What follows belongs to an exercise in optimizing a design on an open flow for small area, a short achievable clock period and few clock cycles; a production flow would make more cautious choices.
Only simulation tests tie the RTL to the original design; equivalence was not proved.
No activity file was given, so power comes from the tool's default toggle rates.

==> flow/design.v (outline; a module is shown in full before it is edited, if it fits) <==
// module pe: 541 lines
// module counter: 21 lines
// module mux: 11 lines
// module systolic_array: 87 lines
module systolic_array #(
    parameter DATAWIDTH = 16,
    parameter N_SIZE = 5
)(
    input  wire clk,
    input  wire rst_n,
    input  wire valid_in,
    input  wire [N_SIZE*DATAWIDTH-1:0] matrix_a_in,
    input  wire [N_SIZE*DATAWIDTH-1:0] matrix_b_in,
    output reg  valid_out,
    output reg  [N_SIZE*2*DATAWIDTH-1:0] matrix_c_out
);
  // ...
==> flow/flow/run.sh <==
#!/bin/bash
set -euo pipefail
WORK=$(cd "$(dirname "$0")/.." && pwd)
cd "$WORK"
RES="$WORK/orfs/results/${FLOW_PLATFORM:-sky130hd}/systolic_array/base"
bash standard.sh "$RES/1_2_yosys.v" > synth_flow.log 2>&1
cp "$RES/1_2_yosys.v" "$WORK/1_2_yosys.standard.v"
python3 flow/polarity.py "$WORK/1_2_yosys.standard.v" "$RES/1_2_yosys.v" > polarity.log 2>&1
bash standard.sh SETUP_SLACK_MARGIN=6.5 finish > standard_flow.log 2>&1
==> flow/flow/polarity.py <==
#!/usr/bin/env python3
"""Remove inverters from a flat Yosys gate netlist by choosing the polarity of
self-dual and complementary cells.

A full adder is self-dual: FA(~a, ~b, ~c) = (~sum, ~cout). So an FA may be
"flipped": its inputs take the complements of their signals and its outputs
then carry complemented values. An xnor2 may likewise become an xor2 (same
area) to complement its output. This script picks flips greedily so as to
need as few inverters as possible, then writes the netlist back with one
inverter per signal whose complement is still needed.

Registers and ports are untouched (same instance names, cells and nets).

usage: polarity.py IN.v OUT.v
"""
import re
import sys
from collections import defaultdict

OUT_PINS = {"X", "Y", "Q", "Q_N", "SUM", "COUT", "HI", "LO", "GCLK"}
INV = {"sky130_fd_sc_hd__inv_1", "sky130_fd_sc_hd__inv_2", "sky130_fd_sc_hd__clkinv_1"}
FA = {"sky130_fd_sc_hd__fa_1"}
SWAP = {"sky130_fd_sc_hd__xnor2_1": "sky130_fd_sc_hd__xor2_1",
        "sky130_fd_sc_hd__xor2_1": "sky130_fd_sc_hd__xnor2_1"}

USE_SWAP = True
ANNEAL = 300
cell_re = re.compile(r"^\s*(sky130_fd_sc_hd__\w+)\s+(\S+)\s*\((.*?)\);", re.S | re.M)
pin_re = re.compile(r"\.(\w+)\(([^()]*)\)")


def esc(net):
    return net + " " if net.startswith("\\") else net


def main():
    src, dst = sys.argv[1], sys.argv[2]
    text = open(src).read()
    mstart = text.index("module ")
    mend = text.rindex("endmodule")
    body = text[mstart:mend]

    cells = []      # [type, name, {pin: net}, span]
    for m in cell_re.finditer(body):
        pins = {p: n.strip() for p, n in pin_re.findall(m.group(3))}
        cells.append([m.group(1), m.group(2), pins, m.span()])

    # port nets (never renamed, drivers fixed)
    hdr = body[: body.index(";")]
    ports = set()
    for m in re.finditer(r"^\s*(input|output)\s+(\[\d+:\d+\]\s*)?(\S+);", body, re.M):
        ports.add(m.group(3))

    def base(net):
        return net.split("[")[0].strip()

    # assigns would complicate the net model: refuse them
    assigns = re.findall(r"^\s*assign\s+(.*?);", body, re.M)

    driver = {}     # net -> cell index
    for i, (t, n, pins, _) in enumerate(cells):
        for p, net in pins.items():
            if p in OUT_PINS:
                driver[net] = i

    inv_cells = [i for i, c in enumerate(cells) if c[0] in INV]
    inv_in = {cells[i][2]["Y"]: cells[i][2]["A"] for i in inv_cells}

    def root(net):
        par = 0
        seen = 0
        while net in inv_in:
            net = inv_in[net]
            par ^= 1
            seen += 1
            if seen > 50:
                raise SystemExit("inverter loop")
        return net, par

    # sinks: (cell index or None for port/assign, pin, root, parity)
    sinks = defaultdict(list)   # root -> list of [cell, pin, parity]
    for i, (t, n, pins, _) in enumerate(cells):
        if t in INV:
            continue
        for p, net in pins.items():
            if p in OUT_PINS:
                continue
            if net.startswith("1'b") or net == "":
                continue
            r, par = root(net)
            sinks[r].append([i, p, par])
    # nets used by assigns or ports are fixed-polarity sinks
    fixed_sink_nets = []
    for a in assigns:
        for net in re.findall(r"[\\\w$.\[\]]+(?:\s*\[\d+\])?", a):
            pass
    for m in re.finditer(r"^\s*assign\s+(.*?)\s*=\s*(.*?);", body, re.M):
        rhs = m.group(2).strip()
        if rhs.startswith("{") or "'" in rhs:
            continue
        r, par = root(rhs)
        sinks[r].append([None, rhs, par])
    for net in list(inv_in.keys()) + [c[2].get(p) for c in cells for p in c[2] if p in OUT_PINS]:
        if net is None:
            continue
        if base(net) in ports:
            r, par = root(net)
            if (r, par) != (net, 0):
                sinks[r].append([None, net, par])

    flippable = {}  # cell index -> kind
    for i, c in enumerate(cells):
        if any(base(c[2][p]) in ports for p in c[2] if p in OUT_PINS):
            continue
        if c[0] in FA:
            flippable[i] = "fa"
        elif c[0] in SWAP and USE_SWAP:
            flippable[i] = "swap"
    flip = defaultdict(int)

    # for each cell, the roots of its outputs and of its inputs
    out_roots = defaultdict(list)
    in_roots = defaultdict(set)
    for r, lst in sinks.items():
        for s in lst:
            if s[0] is not None:
                in_roots[s[0]].add(r)
    for i, c in enumerate(cells):
        for p, net in c[2].items():
            if p in OUT_PINS and c[0] not in INV:
                out_roots[i].append(net)

    def drv_flip(r):
        d = driver.get(r)
        return flip[d] if d is not None else 0

    def need(r):
        fd = drv_flip(r)
        for ci, p, par in sinks.get(r, ()):
            fs = flip[ci] if (ci is not None and flippable.get(ci) == "fa") else 0
            if par ^ fs ^ fd:
                return 1
        return 0

    def local_cost(i):
        rs = set(out_roots[i]) | (in_roots[i] if flippable[i] == "fa" else set())
        return sum(need(r) for r in rs)

    before = sum(need(r) for r in sinks)
    for it in range(20):
        changed = 0
        for i in flippable:
            c0 = local_cost(i)
            flip[i] ^= 1
            c1 = local_cost(i)
            if c1 < c0:
                changed += 1
            else:
                flip[i] ^= 1
        if not changed:
            break
    # simulated annealing on top of the greedy result
    import random, math
    rng = random.Random(1)
    fl = list(flippable)
    cur = sum(need(r) for r in sinks)
    best = cur
    best_flip = {i: flip[i] for i in fl}
    n_iter = ANNEAL * len(fl)
    for step in range(n_iter):
        T = 0.6 * (1 - step / n_iter) + 0.01
        i = fl[rng.randrange(len(fl))]
        c0 = local_cost(i)
        flip[i] ^= 1
        c1 = local_cost(i)
        d = c1 - c0
        if d <= 0 or rng.random() < math.exp(-d / T):
            cur += d
            if cur < best:
                best = cur
                best_flip = {j: flip[j] for j in fl}
        else:
            flip[i] ^= 1
    for j in fl:
        flip[j] = best_flip[j]
    after = sum(need(r) for r in sinks)
    print(f"inverters: {len(inv_cells)} cells, {before} needed before flips, {after} after;"
          f" flipped {sum(flip[i] for i in flippable)} of {len(flippable)}", file=sys.stderr)

    # rewrite
    newnet = {}
    extra = []
    k = 0
    for r in sinks:
        if need(r):
            nm = f"_pinv{k}_"
            k += 1
            newnet[r] = nm
            fd = drv_flip(r)
            phys = r
            extra.append(f"  wire {nm};\n  sky130_fd_sc_hd__inv_1 pinv{k}_ (\n    .A({esc(phys)}),\n    .Y({nm})\n  );\n")
    # new connections per cell pin
    conn = defaultdict(dict)
    for r, lst in sinks.items():
        fd = drv_flip(r)
        for ci, p, par in lst:
            fs = flip[ci] if (ci is not None and flippable.get(ci) == "fa") else 0
            net = newnet[r] if (par ^ fs ^ fd) else r
            if ci is None:
                conn[None][p] = net
            else:
                conn[ci][p] = net
    out = []
    pos = 0
    for i, (t, n, pins, span) in enumerate(cells):
        out.append(body[pos:span[0]])
        pos = span[1]
        if t in INV:
            continue
        swapped = flippable.get(i) == "swap" and flip[i]
        tt = SWAP[t] if swapped else t
        pl = []
        for p, net in pins.items():
            if p not in OUT_PINS and i in conn and p in conn[i]:
                net = conn[i][p]
            if swapped and p in ("X", "Y"):
                p = "X" if p == "Y" else "Y"
            pl.append(f"    .{p}({esc(net)})")
        out.append(f"{tt} {n} (\n" + ",\n".join(pl) + "\n  );")
    out.append(body[pos:])
    nb = "".join(out)
    # ports / assigns that read a complemented signal
    tail = []
    for key, net in conn[None].items():
        if net != key and not key.startswith("assign"):
            r = root(key)[0]
            # key is a port net or assign rhs that used to be an inverter output;
            # drive it from a fresh inverter of the root's physical net
            pass
    # port nets that were inverter outputs: keep an inverter driving them
    for y, a in inv_in.items():
        if base(y) in ports:
            r, par = root(y)
            fd = drv_flip(r)
            if par ^ fd:
                tail.append(f"  sky130_fd_sc_hd__inv_1 pport{len(tail)}_ (\n    .A({esc(r)}),\n    .Y({esc(y)})\n  );\n")
            else:
                tail.append(f"  sky130_fd_sc_hd__buf_1 pport{len(tail)}_ (\n    .A({esc(r)}),\n    .X({esc(y)})\n  );\n")
    # assign rhs that were inverter outputs
    def fix_assign(m):
        lhs, rhs = m.group(1), m.group(2).strip()
        if rhs in inv_in:
            r, par = root(rhs)
            fd = drv_flip(r)
            if par ^ fd:
                return f"assign {lhs} = {newnet[r]};"
            return f"assign {lhs} = {r};"
        return m.group(0)
    nb = re.sub(r"assign\s+(.*?)\s*=\s*(.*?);", fix_assign, nb)
    nb = nb + "".join(extra) + "".join(tail)
    open(dst, "w").write(text[:mstart] + nb + text[mend:])


if __name__ == "__main__":
    main()
==> flow/standard.sh <==
#!/bin/bash
# synth_recipe.tcl (not shown) runs the flow's synth.tcl, then flattens the netlist and writes it again
# the make line also repeats each setting of config.mk as NAME=value (left out here)
make -C /OpenROAD-flow-scripts/flow DESIGN_CONFIG=/design/flow/config.mk WORK_HOME=/design/flow/orfs CLKGATE_MAP_FILE= SYNTH_SCRIPT=/design/flow/synth_recipe.tcl "${@:-finish}"
==> flow/config.mk <==
export PLATFORM = sky130hd
export DESIGN_NAME = systolic_array
export DESIGN_NICKNAME = systolic_array
export VERILOG_FILES = /design/flow/design.v
export SDC_FILE = /design/flow/constraint.sdc
export NUM_CORES = 4
export LEC_CHECK = 0
export ABC_CLOCK_PERIOD_IN_PS = 3000
export CAP_MARGIN = 20
export CORE_MARGIN = 2
export CORE_UTILIZATION = 50
export SLEW_MARGIN = 20
export TNS_END_PERCENT = 0
==> flow/constraint.sdc <==
create_clock -name core_clock -period 10.0 [get_ports {clk}]
set_input_delay 2.0000 -clock core_clock [delete_from_list [all_inputs] [get_ports {clk}]]
set_output_delay 2.0000 -clock core_clock [all_outputs]
set_load 0.01 [all_outputs]
==> impl_metrics.yaml, run 1 <==
run_status:
  status: "finished clean"
final_layout:
  n_sequential_cell: 2135
  syn2layout_area_growth_pct: 10.27
  largestRegisters: "row.col.u_pe.cs x800, row.col.u_pe.cc_r x725, row.col.u_pe.b x232"
  final_common_cell: "fa_1"
  finalNonFillerCells: 24690
  clock_tree_area_fraction_pct: 4.003
  largest_class: "multi-input combinational cells"
  fin_area_um2: 243800
min_path:
  hold_depth: 0
  min_from: "a4_d1[8]$_DFF_PN0_"
global_routing:
  grt-ovfl-total: 0
  grt_antenna_before_repair: 107
  grt_pass1_wl_um: 1398000
routing:
  vias: 170300
  routed.top_layer: "met5"
  wl_met3_um: 145000
  drt_iter0_markers: 24680
  dr.pass1.iters: 13
  wl_met2_um: 409400
cts:
  cts_tree: "done"
  post_cts_resized: 470
floorplan:
  rows: 244
  die_area_um2: 447600
  chipWidth_um: 669.0
  dieHeight_um: 669.0
sta:
  finalHoldViolations: 0
  worst_pin_slew_ps: 1447
  fin_skew_ps: 47.23
  finalMaxSlewViolations: 0
  finalWorstSetupSlack_ps: 5720
yosys:
  synth_area_um2: 221100
  synthesis.nets: 23970
worst_setup_path:
  path_class: "flip-flop to flip-flop"
  crit_path_start_kind: "flip-flop"
power_and_ir_drop:
  p_comb_w: 0.0553
Testbench counts, summed over its fixed seeds: cycles 1,140.
==> module mux, before the edit <==
module mux (
    input  wire [159:0] in_array,
    input  wire [4:0]   sel,
    output wire [31:0]  out
);
    assign out = ({32{sel[0]}} & in_array[0 +: 32])
               | ({32{sel[1]}} & in_array[32 +: 32])
               | ({32{sel[2]}} & in_array[64 +: 32])
               | ({32{sel[3]}} & in_array[96 +: 32])
               | ({32{sel[4]}} & in_array[128 +: 32]);
endmodule
==> module systolic_array, before the edit <==
module systolic_array #(
    parameter DATAWIDTH = 16,
    parameter N_SIZE = 5
)(
    input  wire clk,
    input  wire rst_n,
    input  wire valid_in,
    input  wire [N_SIZE*DATAWIDTH-1:0] matrix_a_in,
    input  wire [N_SIZE*DATAWIDTH-1:0] matrix_b_in,
    output reg  valid_out,
    output reg  [N_SIZE*2*DATAWIDTH-1:0] matrix_c_out
);
    localparam EW = 25;
    wire [N_SIZE*EW-1:0] a_enc;
    genvar i, j;
    generate
        for (i = 0; i < N_SIZE; i = i + 1) begin : enc
            wire [15:0] x = matrix_a_in[i*DATAWIDTH +: DATAWIDTH];
            wire [16:0] xp = {x, 1'b0};
            for (j = 0; j < 8; j = j + 1) begin : g
                wire b2 = xp[2*j+2], b1 = xp[2*j+1], b0 = xp[2*j];
                assign a_enc[i*EW + 3*j + 0] = valid_in & (b1 ^ b0);
                assign a_enc[i*EW + 3*j + 1] = valid_in & ((b2 & ~b1 & ~b0) | (~b2 & b1 & b0));
                assign a_enc[i*EW + 3*j + 2] = valid_in & b2 & ~(b1 & b0);
            end
            assign a_enc[i*EW + 24] = valid_in & x[15];
        end
    endgenerate
    reg [EW-1:0] a3_d1, a4_d1, a4_d2;
    always @(posedge clk or negedge rst_n) begin
        if (!rst_n) begin
            a3_d1 <= '0;
            a4_d1 <= '0;
            a4_d2 <= '0;
        end else begin
            a3_d1 <= a_enc[3*EW +: EW];
            a4_d1 <= a_enc[4*EW +: EW];
            a4_d2 <= a4_d1;
        end
    end
    reg [N_SIZE*DATAWIDTH-1:0] b_d1, b_d2;
    always @(posedge clk) begin
        b_d1 <= matrix_b_in;
        b_d2 <= b_d1;
    end
    wire [31:0] cs [0:N_SIZE*N_SIZE-1];
    wire [31:0] cc [0:N_SIZE*N_SIZE-1];
    generate
        for (i = 0; i < N_SIZE; i = i + 1) begin : row
            wire [EW-1:0] ar = (i == 4) ? a4_d2 : (i == 3) ? a3_d1 : a_enc[i*EW +: EW];
            wire [N_SIZE*DATAWIDTH-1:0] br = (i == 4) ? b_d2 : (i == 3) ? b_d1 : matrix_b_in;
            for (j = 0; j < N_SIZE; j = j + 1) begin : col
                pe u_pe (
                    .clk(clk), .rst_n(rst_n),
                    .e_in(ar), .b_in(br[j*DATAWIDTH +: DATAWIDTH]),
                    .cs(cs[i*N_SIZE+j]), .cc(cc[i*N_SIZE+j])
                );
            end
        end
    endgenerate
    wire [N_SIZE-1:0] sel;
    counter u_ctl (
        .clk(clk), .rst_n(rst_n), .valid_in(valid_in),
        .sel(sel)
    );
    generate
        for (j = 0; j < N_SIZE; j = j + 1) begin : ocol
            wire [31:0] s_sel, c_sel;
            mux u_ms (
                .in_array({cs[4*N_SIZE+j], cs[3*N_SIZE+j], cs[2*N_SIZE+j], cs[1*N_SIZE+j], cs[j]}),
                .sel(sel), .out(s_sel)
            );
            mux u_mc (
                .in_array({cc[4*N_SIZE+j], cc[3*N_SIZE+j], cc[2*N_SIZE+j], cc[1*N_SIZE+j], cc[j]}),
                .sel(sel), .out(c_sel)
            );
            always @(posedge clk)
                matrix_c_out[j*32 +: 32] <= s_sel + c_sel;
        end
    endgenerate
    always @(posedge clk or negedge rst_n) begin
        if (!rst_n)
            valid_out <= 1'b0;
        else
            valid_out <= |sel;
    end
endmodule
==> run 2: changes to the inputs <==
--- a/flow/design.v
+++ b/flow/design.v
@@ -1,22 +1,16 @@
 module pe (
     input  wire        clk,
     input  wire        rst_n,
-    input  wire [24:0] e_in,
-    input  wire [15:0] b_in,
+    input  wire [24:0] e,
+    input  wire [15:0] b,
     output reg  [31:0] cs,
     output wire [31:0] cc
 );
-    reg [24:0] e;
-    reg [15:0] b;
-    always @(posedge clk) begin
-        e <= e_in;
-        b <= b_in;
-    end
     reg  [31:0] cc_r;
     wire [31:0] cs_n, cc_n;
     wire t0 = e[2] ^ cs[0] ^ (((e[0] & b[0])) ^ e[2]);
     wire t1 = (e[2] & cs[0]) | ((((e[0] & b[0])) ^ e[2]) & (e[2] ^ cs[0]));
     wire t2 = cs[1] ^ cc[1] ^ (((e[0] & b[1]) | (e[1] & b[0])) ^ e[2]);
     wire t3 = (cs[1] & cc[1]) | ((((e[0] & b[1]) | (e[1] & b[0])) ^ e[2]) & (cs[1] ^ cc[1]));
     wire t4 = e[5] ^ cs[2] ^ cc[2];
     wire t5 = (e[5] & cs[2]) | (cc[2] & (e[5] ^ cs[2]));
@@ -534,16 +528,32 @@
     assign cc[27] = cc_r[27];
     assign cc[28] = cc_r[28];
     assign cc[29] = cc_r[29];
     assign cc[31] = cc_r[31];
     assign cc[0] = 1'b0;
     assign cc[15] = 1'b0;
     assign cc[30] = 1'b0;
 endmodule
+module booth_enc (
+    input  wire [15:0] x,
+    output wire [24:0] e
+);
+    wire [16:0] xp = {x, 1'b0};
+    genvar g;
+    generate
+        for (g = 0; g < 8; g = g + 1) begin : d
+            wire b2 = xp[2*g+2], b1 = xp[2*g+1], b0 = xp[2*g];
+            assign e[3*g + 0] = b1 ^ b0;
+            assign e[3*g + 1] = (b2 & ~b1 & ~b0) | (~b2 & b1 & b0);
+            assign e[3*g + 2] = b2 & ~(b1 & b0);
+        end
+    endgenerate
+    assign e[24] = x[15];
+endmodule
 module counter (
     input  wire clk,
     input  wire rst_n,
     input  wire valid_in,
     output reg  [4:0] sel
 );
     reg [2:0] kcnt;
     reg       d1;
@@ -556,104 +566,122 @@
             if (valid_in)
                 kcnt <= (kcnt == 3'd4) ? 3'd0 : kcnt + 3'd1;
             d1  <= valid_in && (kcnt == 3'd4);
             sel <= {sel[3:0], d1};
         end
     end
 endmodule
 module mux (
-    input  wire [159:0] in_array,
-    input  wire [4:0]   sel,
+    input  wire [127:0] in_array,
+    input  wire [3:0]   sel,
     output wire [31:0]  out
 );
     assign out = ({32{sel[0]}} & in_array[0 +: 32])
                | ({32{sel[1]}} & in_array[32 +: 32])
                | ({32{sel[2]}} & in_array[64 +: 32])
-               | ({32{sel[3]}} & in_array[96 +: 32])
-               | ({32{sel[4]}} & in_array[128 +: 32]);
+               | ({32{sel[3]}} & in_array[96 +: 32]);
 endmodule
 module systolic_array #(
     parameter DATAWIDTH = 16,
     parameter N_SIZE = 5
 )(
     input  wire clk,
     input  wire rst_n,
     input  wire valid_in,
     input  wire [N_SIZE*DATAWIDTH-1:0] matrix_a_in,
     input  wire [N_SIZE*DATAWIDTH-1:0] matrix_b_in,
     output reg  valid_out,
     output reg  [N_SIZE*2*DATAWIDTH-1:0] matrix_c_out
 );
     localparam EW = 25;
-    wire [N_SIZE*EW-1:0] a_enc;
     genvar i, j;
+    wire [N_SIZE*DATAWIDTH-1:0] a_g = valid_in ? matrix_a_in : '0;
+    wire [N_SIZE*EW-1:0] a_e, b_e;
     generate
         for (i = 0; i < N_SIZE; i = i + 1) begin : enc
-            wire [15:0] x = matrix_a_in[i*DATAWIDTH +: DATAWIDTH];
-            wire [16:0] xp = {x, 1'b0};
-            for (j = 0; j < 8; j = j + 1) begin : g
-                wire b2 = xp[2*j+2], b1 = xp[2*j+1], b0 = xp[2*j];
-                assign a_enc[i*EW + 3*j + 0] = valid_in & (b1 ^ b0);
-                assign a_enc[i*EW + 3*j + 1] = valid_in & ((b2 & ~b1 & ~b0) | (~b2 & b1 & b0));
-                assign a_enc[i*EW + 3*j + 2] = valid_in & b2 & ~(b1 & b0);
-            end
-            assign a_enc[i*EW + 24] = valid_in & x[15];
+            booth_enc u_ea (.x(a_g[i*DATAWIDTH +: DATAWIDTH]), .e(a_e[i*EW +: EW]));
+            booth_enc u_eb (.x(matrix_b_in[i*DATAWIDTH +: DATAWIDTH]), .e(b_e[i*EW +: EW]));
         end
     endgenerate
-    reg [EW-1:0] a3_d1, a4_d1, a4_d2;
+    reg [N_SIZE*DATAWIDTH-1:0] a_r, b_r;
+    reg [N_SIZE*EW-1:0]        a_er, b_er;
+    always @(posedge clk) begin
+        a_r  <= a_g;
+        a_er <= a_e;
+        b_r  <= matrix_b_in;
+        b_er <= b_e;
+    end
+    reg [DATAWIDTH-1:0]        a4_r;
+    reg [EW-1:0]               a4_er;
+    reg [N_SIZE*DATAWIDTH-1:0] b4_r;
+    reg [N_SIZE*EW-1:0]        b4_er;
     always @(posedge clk or negedge rst_n) begin
         if (!rst_n) begin
-            a3_d1 <= '0;
-            a4_d1 <= '0;
-            a4_d2 <= '0;
+            a4_r  <= '0;
+            a4_er <= '0;
         end else begin
-            a3_d1 <= a_enc[3*EW +: EW];
-            a4_d1 <= a_enc[4*EW +: EW];
-            a4_d2 <= a4_d1;
+            a4_r  <= a_r[4*DATAWIDTH +: DATAWIDTH];
+            a4_er <= a_er[4*EW +: EW];
         end
     end
-    reg [N_SIZE*DATAWIDTH-1:0] b_d1, b_d2;
     always @(posedge clk) begin
-        b_d1 <= matrix_b_in;
-        b_d2 <= b_d1;
+        b4_r  <= b_r;
+        b4_er <= b_er;
     end
     wire [31:0] cs [0:N_SIZE*N_SIZE-1];
     wire [31:0] cc [0:N_SIZE*N_SIZE-1];
     generate
         for (i = 0; i < N_SIZE; i = i + 1) begin : row
-            wire [EW-1:0] ar = (i == 4) ? a4_d2 : (i == 3) ? a3_d1 : a_enc[i*EW +: EW];
-            wire [N_SIZE*DATAWIDTH-1:0] br = (i == 4) ? b_d2 : (i == 3) ? b_d1 : matrix_b_in;
+            wire [DATAWIDTH-1:0]        ar  = (i == 4) ? a4_r  : a_r[i*DATAWIDTH +: DATAWIDTH];
+            wire [EW-1:0]               aer = (i == 4) ? a4_er : a_er[i*EW +: EW];
+            wire [N_SIZE*DATAWIDTH-1:0] br  = (i == 4) ? b4_r  : b_r;
+            wire [N_SIZE*EW-1:0]        ber = (i == 4) ? b4_er : b_er;
             for (j = 0; j < N_SIZE; j = j + 1) begin : col
-                pe u_pe (
-                    .clk(clk), .rst_n(rst_n),
-                    .e_in(ar), .b_in(br[j*DATAWIDTH +: DATAWIDTH]),
-                    .cs(cs[i*N_SIZE+j]), .cc(cc[i*N_SIZE+j])
-                );
+                if ((i + j) % 2 == 0) begin : ea
+                    pe u_pe (
+                        .clk(clk), .rst_n(rst_n),
+                        .e(aer), .b(br[j*DATAWIDTH +: DATAWIDTH]),
+                        .cs(cs[i*N_SIZE+j]), .cc(cc[i*N_SIZE+j])
+                    );
+                end else begin : eb
+                    pe u_pe (
+                        .clk(clk), .rst_n(rst_n),
+                        .e(ber[j*EW +: EW]), .b(ar),
+                        .cs(cs[i*N_SIZE+j]), .cc(cc[i*N_SIZE+j])
+                    );
+                end
             end
         end
     endgenerate
     wire [N_SIZE-1:0] sel;
     counter u_ctl (
         .clk(clk), .rst_n(rst_n), .valid_in(valid_in),
         .sel(sel)
     );
     generate
         for (j = 0; j < N_SIZE; j = j + 1) begin : ocol
-            wire [31:0] s_sel, c_sel;
+            wire [31:0] s_nxt, c_nxt;
             mux u_ms (
-                .in_array({cs[4*N_SIZE+j], cs[3*N_SIZE+j], cs[2*N_SIZE+j], cs[1*N_SIZE+j], cs[j]}),
-                .sel(sel), .out(s_sel)
+                .in_array({cs[4*N_SIZE+j], cs[3*N_SIZE+j], cs[2*N_SIZE+j], cs[1*N_SIZE+j]}),
+                .sel(sel[3:0]), .out(s_nxt)
             );
             mux u_mc (
-                .in_array({cc[4*N_SIZE+j], cc[3*N_SIZE+j], cc[2*N_SIZE+j], cc[1*N_SIZE+j], cc[j]}),
-                .sel(sel), .out(c_sel)
+                .in_array({cc[4*N_SIZE+j], cc[3*N_SIZE+j], cc[2*N_SIZE+j], cc[1*N_SIZE+j]}),
+                .sel(sel[3:0]), .out(c_nxt)
             );
+            reg [31:0] hs, hc;
+            always @(posedge clk) begin
+                hs <= s_nxt;
+                hc <= c_nxt;
+            end
+            wire [31:0] s_o = sel[0] ? cs[j] : hs;
+            wire [31:0] c_o = sel[0] ? cc[j] : hc;
             always @(posedge clk)
-                matrix_c_out[j*32 +: 32] <= s_sel + c_sel;
+                matrix_c_out[j*32 +: 32] <= s_o + c_o;
         end
     endgenerate
     always @(posedge clk or negedge rst_n) begin
         if (!rst_n)
             valid_out <= 1'b0;
         else
             valid_out <= |sel;
     end
==> flow/flow/run.sh (replaced) <==
#!/bin/bash
set -euo pipefail
WORK=$(cd "$(dirname "$0")/.." && pwd)
cd "$WORK"
RES="$WORK/orfs/results/${FLOW_PLATFORM:-sky130hd}/systolic_array/base"
bash standard.sh "$RES/1_2_yosys.v" > synth_flow.log 2>&1
cp "$RES/1_2_yosys.v" "$WORK/1_2_yosys.standard.v"
python3 flow/polarity.py "$WORK/1_2_yosys.standard.v" "$RES/1_2_yosys.v" > polarity.log 2>&1
bash standard.sh SETUP_SLACK_MARGIN=6.5 "BUFFER_PORTS_ARGS=-buffer_cell sky130_fd_sc_hd__buf_4" finish > standard_flow.log 2>&1
==> impl_metrics.yaml, run 2 <==
floorplan:
  core_um2: 463600
  chipWidth_um: 686.2
  die_area_um2: 470900
  start_util_pct: 50.20
  dieHeight_um: 686.2
  io-pin-count: 324
  rows: 250
worst_setup_path:
  cp.arrival_ps: 4590
  path_class: "flip-flop to flip-flop"
  rrSetupSlack_ps: 6300
  slowest_stage: "fa_1"
  required_ps: 10890
  max_stage_delay_ps: 570
  r2r_cells: 8
  crit_path_start_kind: "flip-flop"
  cp-end-kind: "flip-flop"
  path_common_cell: "fa_1"
  r2r-start: "b_r[55]$_DFF_P_"
  crit_fanout: 34
  worstPathCellList: "buf_4 > a22oi_1 > xor2_1 > fa_1 > fa_1 > fa_1 > fa_1 > fa_1"
  r2r-end: "row[1].col[3].ea.u_pe.cc_r[18]$_DFF_PN0_"
  cp.buffers_inverters: 1
  crit_family: "adder cells"
sta:
  finalWorstSetupSlack_ps: 6298
  worst_pin_slew_ps: 1505
  fin_tns_setup_ps: 0
  fin_skew_ps: 82.42
  finalMaxSlewViolations: 1
  finalHoldViolations: 0
  min_period_ps: 3702
  slew_headroom_pct: -0.3005
  setup_viol: 0
  rsz0062_at_grt: "yes"
  fin_crit_sh_pct: 37.02
  clock.fmax_ghz: 0.2702
power_and_ir_drop:
  p_sw_share_pct: 45.31
  p_comb_share_pct: 64.6
  internal-power_w: 0.05107
  p_leak_nw: 105.3
  peakVddDrop_uv: 220.5
  net-switching-power_w: 0.04230
  p_per_area_nw_per_um2: 359.8
  p_clk_share_pct: 13.3
  power_frac_seq_pct: 22.1
cts:
  h-tree-depth: 5
  cts_inserted_buffers: 312
  cts_tree: "done"
  clock_sinks: 2516
  cts.clk_slew.worst_paths_ps: 60
  insertion_delay_ps: 1060
  clockRootBuffer: "clkbuf_16"
  cts_buffer_depth: 4
routing:
  wl_per_cell_um: 35.13
  dr.pass1.iters: 9
  via_per_inst: 6.452
  drc: 0
  drt_iter0_markers: 22880
  ant_nets: 0
  vias: 169000
  drt-total-wl_um: 920000
final_layout:
  final_common_cell: "fa_1"
  largestRegisters: "row.col.ea.u_pe.cs x416, row.col.eb.u_pe.cs x384, row.col.ea.u_pe.cc_r x377"
  drive_gt1_share_pct: 12.42
  largest_reg_flops: 416
  final_cell_mix: "4,050 x fa_1, 3,601 x a22oi_1, 2,237 x xor2_1"
  top_register: "row.col.ea.u_pe.cs"
  finalNetCount: 24520
  syn2layout_area_growth_pct: 11.52
  fillers: 38780
min_path:
  hold_depth: 0
  min_from: "a_r[79]$_DFF_P_"
  hold_path_end: "a4_r[15]$_DFF_PN0_"
  hp-class: "flip-flop to flip-flop"
placed_design:
  dp_slack_ps: 4905
  gp_congestion: 0.9908
  numPortBuffers: 323
  hpwl_um: 611100
yosys:
  synthesis.nets: 25020
  syn-instance-count: 20190
  synth_area_um2: 232700
  synth_area_per_cell_um2: 11.53
  yosysWarnings: 3
run_status:
  status: "finished with violations"
  so_faults: "max-slew violations"
global_routing:
  grt_pass1_vias: 176300
  grt_pass1_wl_um: 1307000
  gr-usage-all-layers_pct: 38.62
  grt_antenna_before_repair: 134
  grt-ovfl-total: 0
  grt_start_max_net_pins: 157
flow_run:
  cap_viol_max_count: 0
==> run 2: stage by stage <==
step | hold slack (ps) | total power (W) | instances | utilization (%) | instance area (um^2)
final | 321.1 | 0.09337 | 26190 | 55.99 | 259500
after global routing | 324.7 | 0.1029 | 26160 | 55.97 | 259500
after CTS | 324.7 | 0.09280 | 25950 | 55.25 | 256100
after detailed placement | 316.2 | 0.07927 | 25150 | 51.65 | 239400
after global placement | 314.4 | 0.07721 | 25150 | 51.65 | 239400
after floorplan | 314.0 | 0.06052 | 20190 | - | 233300
==> run 2: what timing repair did <==
item / 4_1_cts / 5_1_grt
hold buffers: 0 / 0
setup buffers: 193 / 105
resized for setup: 812 / 364
gates cloned: 33 / 32
pin swaps: 14 / 28
endpoints found under the setup margin: 1395 / 748
==> run 2: worst max path at each step <==
stage	to	cells past startpoint	start	slack, ps
CTS	row[4].col[4].ea.u_pe.cc_r[18]$_DFF_PN0_	7	b4_r[71]$_DFF_P_	6350
global route	row[3].col[2].eb.u_pe.cc_r[19]$_DFF_PN0_	8	b_er[55]$_DFF_P_	6250
floorplan	row[3].col[3].ea.u_pe.cc_r[23]$_DFF_PN0_	10	a_er[86]$_DFF_P_	6420
detailed placement	matrix_c_out[61]$_DFF_P_	13	u_ctl.sel[0]$_DFF_PN0_	4910
global placement	matrix_c_out[61]$_DFF_P_	13	u_ctl.sel[0]$_DFF_PN0_	4910
finish	row[1].col[3].ea.u_pe.cc_r[18]$_DFF_PN0_	8	b_r[55]$_DFF_P_	6300
==> run 2: power groups by stage <==
stage	logic, W	clock network (W)	registers [W]
finish	0.0603	0.0124	0.0206
CTS	0.0599	0.0125	0.0204
global route	0.0690	0.0129	0.0210
detailed placement	0.0587	0	0.0206
floorplan	0.0421	0	0.0184
global placement	0.0566	0	0.0206
==> run 2: metal layers <==
layer	GRT usage (%)	wire, um
met5	1.520	2075
met4	14.02	39490
met3	25.07	175800
met2	49.24	354500
met1	51.71	348100
==> run 2: layout make-up <==
cell class / instances / area, um^2 / area share, %
Clock inverter: 131 / 1725 / 0.6648
Tap cell: 6174 / 7725 / 2.976
Multi-Input combinational cell: 14560 / 163300 / 62.94
Antenna cell: 66 / 165.2 / 0.06363
Sequential cell: 2516 / 58900 / 22.69
Timing Repair Buffer: 1197 / 14050 / 5.414
Inverter: 1092 / 4355 / 1.678
Clock buffer: 446 / 9229 / 3.556
Timing Repair inverter: 7 / 52.55 / 0.02025
Testbench counts of run 2, summed over its fixed seeds: cycles 1,140.
==> run 3: changes to the inputs <==
--- a/flow/config.mk
+++ b/flow/config.mk
@@ -6,8 +6,8 @@
 export NUM_CORES = 4
 export LEC_CHECK = 0
 export ABC_CLOCK_PERIOD_IN_PS = 3000
-export CAP_MARGIN = 20
+export CAP_MARGIN = 30
 export CORE_MARGIN = 2
 export CORE_UTILIZATION = 50
-export SLEW_MARGIN = 20
+export SLEW_MARGIN = 40
 export TNS_END_PERCENT = 0
==> impl_metrics.yaml, run 3 <==
sta:
  min_period_ps: 3717
  slew_headroom_pct: 28.63
  setup_viol: 0
  clock.fmax_ghz: 0.2690
  rsz0062_at_grt: "yes"
  fin_skew_ps: 66.38
  worst_pin_slew_ps: 1071
  finalMaxSlewViolations: 0
  finalHoldViolations: 0
  fin_tns_setup_ps: 0
  fin_crit_sh_pct: 37.17
worst_setup_path:
  cp-end-kind: "flip-flop"
  crit_fanout: 33
  crit_family: "adder cells"
  crit_path_start_kind: "flip-flop"
  path_class: "flip-flop to flip-flop"
  path_common_cell: "fa_1"
  required_ps: 10900
  worstPathCellList: "buf_4 > a22oi_1 > xor2_1 > fa_1 > fa_1 > ha_1 > fa_1 > fa_1"
  cp.buffers_inverters: 1
  max_stage_delay_ps: 580
  cp.arrival_ps: 4620
  slowest_stage: "fa_1"
cts:
  cts.clk_slew.worst_paths_ps: 70
  h-tree-depth: 5
  cts_buffer_depth: 4
  cts_tree: "done"
  clockRootBuffer: "clkbuf_16"
  insertion_delay_ps: 1050
  cts_inserted_buffers: 314
  cts_hold_buf: 0
  clock_sinks: 2516
final_layout:
  utilization_pct: 55.82
  syn2layout_area_growth_pct: 11.18
  final_common_cell: "fa_1"
  largest_reg_flops: 416
  final_cell_mix: "4,050 x fa_1, 3,591 x a22oi_1, 2,241 x xor2_1"
  drive_gt1_share_pct: 12.27
  top_register: "row.col.ea.u_pe.cs"
  finalNetCount: 24500
  largestRegisters: "row.col.ea.u_pe.cs x416, row.col.eb.u_pe.cs x384, row.col.ea.u_pe.cc_r x377"
routing:
  drt_iter0_markers: 21970
  dr.pass1.iters: 10
  wl_per_cell_um: 34.95
  vias: 169200
  drt-total-wl_um: 915100
  ant_nets: 0
  drc: 0
  via_per_inst: 6.461
global_routing:
  grt_pass1_vias: 176700
  grt_start_max_net_pins: 134
  grt-ovfl-total: 0
  grt_antenna_before_repair: 131
  gr-usage-all-layers_pct: 38.99
  grt_pass1_wl_um: 1318000
floorplan:
  dieHeight_um: 686.2
  core_um2: 463600
  chipWidth_um: 686.2
  die_area_um2: 470900
  start_util_pct: 50.20
  rows: 250
  io-pin-count: 324
power_and_ir_drop:
  internal-power_w: 0.05074
  p_per_area_nw_per_um2: 359.5
  p_sw_share_pct: 45.45
  p_comb_share_pct: 64.7
  power_frac_seq_pct: 22.2
  peakVddDrop_uv: 180.6
  p_clk_share_pct: 13.1
  p_leak_nw: 105.1
  net-switching-power_w: 0.04228
yosys:
  syn-instance-count: 20190
  synth_area_um2: 232700
  yosysWarnings: 3
  synthesis.nets: 25020
  synth_area_per_cell_um2: 11.53
placed_design:
  gp_congestion: 0.9908
  numPortBuffers: 323
  hpwl_um: 612400
run_status:
  status: "finished clean"
flow_run:
  cap_viol_max_count: 0
min_path:
  hp-class: "flip-flop to flip-flop"
[run 3: worst reg2reg max path: stages, from the launching register on]
cell and delay [ps]:
dfxtp_1 310, buf_4 480, a22oi_1 300, xor2_1 200, fa_1 580, fa_1 440
ha_1 320, fa_1 560, fa_1 420
[run 3: worst paths after layout]
| path | start | to | slack (ps) | cells after the start |
|---|---|---|---|---|
| max | b_er[82]$_DFF_P_ | row[2].col[3].eb.u_pe.cc_r[17]$_DFF_PN0_ | 6280 | 8 |
| min | a_er[123]$_DFF_P_ | a4_er[23]$_DFF_PN0_ | 320 | 0 |
| max reg2reg | b_er[82]$_DFF_P_ | row[2].col[3].eb.u_pe.cc_r[17]$_DFF_PN0_ | 6280 | 8 |
| min reg2reg | a_er[123]$_DFF_P_ | a4_er[23]$_DFF_PN0_ | 320 | 0 |
| max in group asynchronous | rst_n | row[0].col[2].ea.u_pe.cc_r[13]$_DFF_PN0_ | 6870 | 4 |
| min in group asynchronous | rst_n | row[4].col[3].eb.u_pe.cs[28]$_DFF_PN0_ | 940 | 1 |
[run 3: final cells by class]
class	count	area, um^2
antenna	76	190.2
clock buffer	435	9042
clock inverter	147	1658
timing repair buffer	1180	13680
sequential	2516	58890
inverter	1092	4332
tap	6174	7725
multi-input combinational	14560	163200
fill	38800	204800
timing repair inverter	7	52.55
[run 3: metrics by stage]
step / area, um^2 / std cells / hold WS [ps] / power, W / worst slack (ps)
2_1_floorplan: 233300 / 20190 / 314.0 / 0.06052 / 6418
3_3_place_gp: 239400 / 25150 / 314.4 / 0.07721 / 4911
3_5_place_dp: 240300 / 25210 / 317.2 / 0.07935 / 5091
4_1_cts: 257900 / 26060 / 325.0 / 0.09273 / 6393
5_1_grt: 258700 / 26150 / 325.1 / 0.1025 / 6200
6_report: 258800 / 26190 / 322.2 / 0.09302 / 6283
[run 3: timing repair]
item	CTS	global route
gates resized for setup	926	12
endpoints found under the setup margin	1420	629
pin swaps	17	4
gates cloned	56	1
setup buffers	206	6
[run 3: power groups by stage]
stage	registers [W]	logic (W)	clock network, W
after global routing	0.0210	0.0689	0.0127
final	0.0207	0.0602	0.0122
after global placement	0.0206	0.0566	0
after detailed placement	0.0206	0.0587	0
after CTS	0.0204	0.0600	0.0123
after floorplan	0.0184	0.0421	0
[run 3: routing by layer]
layer | vias to the layer above | GRT usage, % | wire, um | share of wire [%]
met5 | - | 0.7551 | 920 | 0.10
met3 | 2236 | 24.68 | 172900 | 19
met2 | 12780 | 49.65 | 350200 | 38
li1 | 66100 | - | - | -
met4 | 78 | 15.09 | 42400 | 4.6
met1 | 88000 | 52.36 | 348800 | 38

port drivers added, routing unchanged:
The flow's constraints put no driver on any port. The routed layouts listed below were extracted and timed again, unchanged, in two steps.
Step 1: set_driving_cell puts a clkbuf_16 on clk and a buf_2 on each other input, an assumption about the parent block.
Step 2 times the ports against the registers' clock, not the clock port: input delays grow and output delays shrink by t, the midpoint of the rising clock arrivals with the driver on.
Three values: no drivers, after step 1, after step 2; two values: the first two.
| run | t (ns) | setup slack, ns | worst register clock-pin slew, ns |
|---|---|---|---|
| run 1 | 1.110 | 5.720 / 5.720 / 5.564 | 0.07 / 0.07 |
| run 2 | 1.135 | 6.298 / 6.258 / 5.683 | 0.07 / 0.07 |
| run 3 | 1.132 | 6.283 / 6.283 / 5.674 | 0.08 / 0.08 |
For run 2, which loses most, drivers alone change the setup slack by -0.040 ns; drivers and shift together by -0.615 ns. The worst setup slack also covers recovery checks on asynchronous resets.
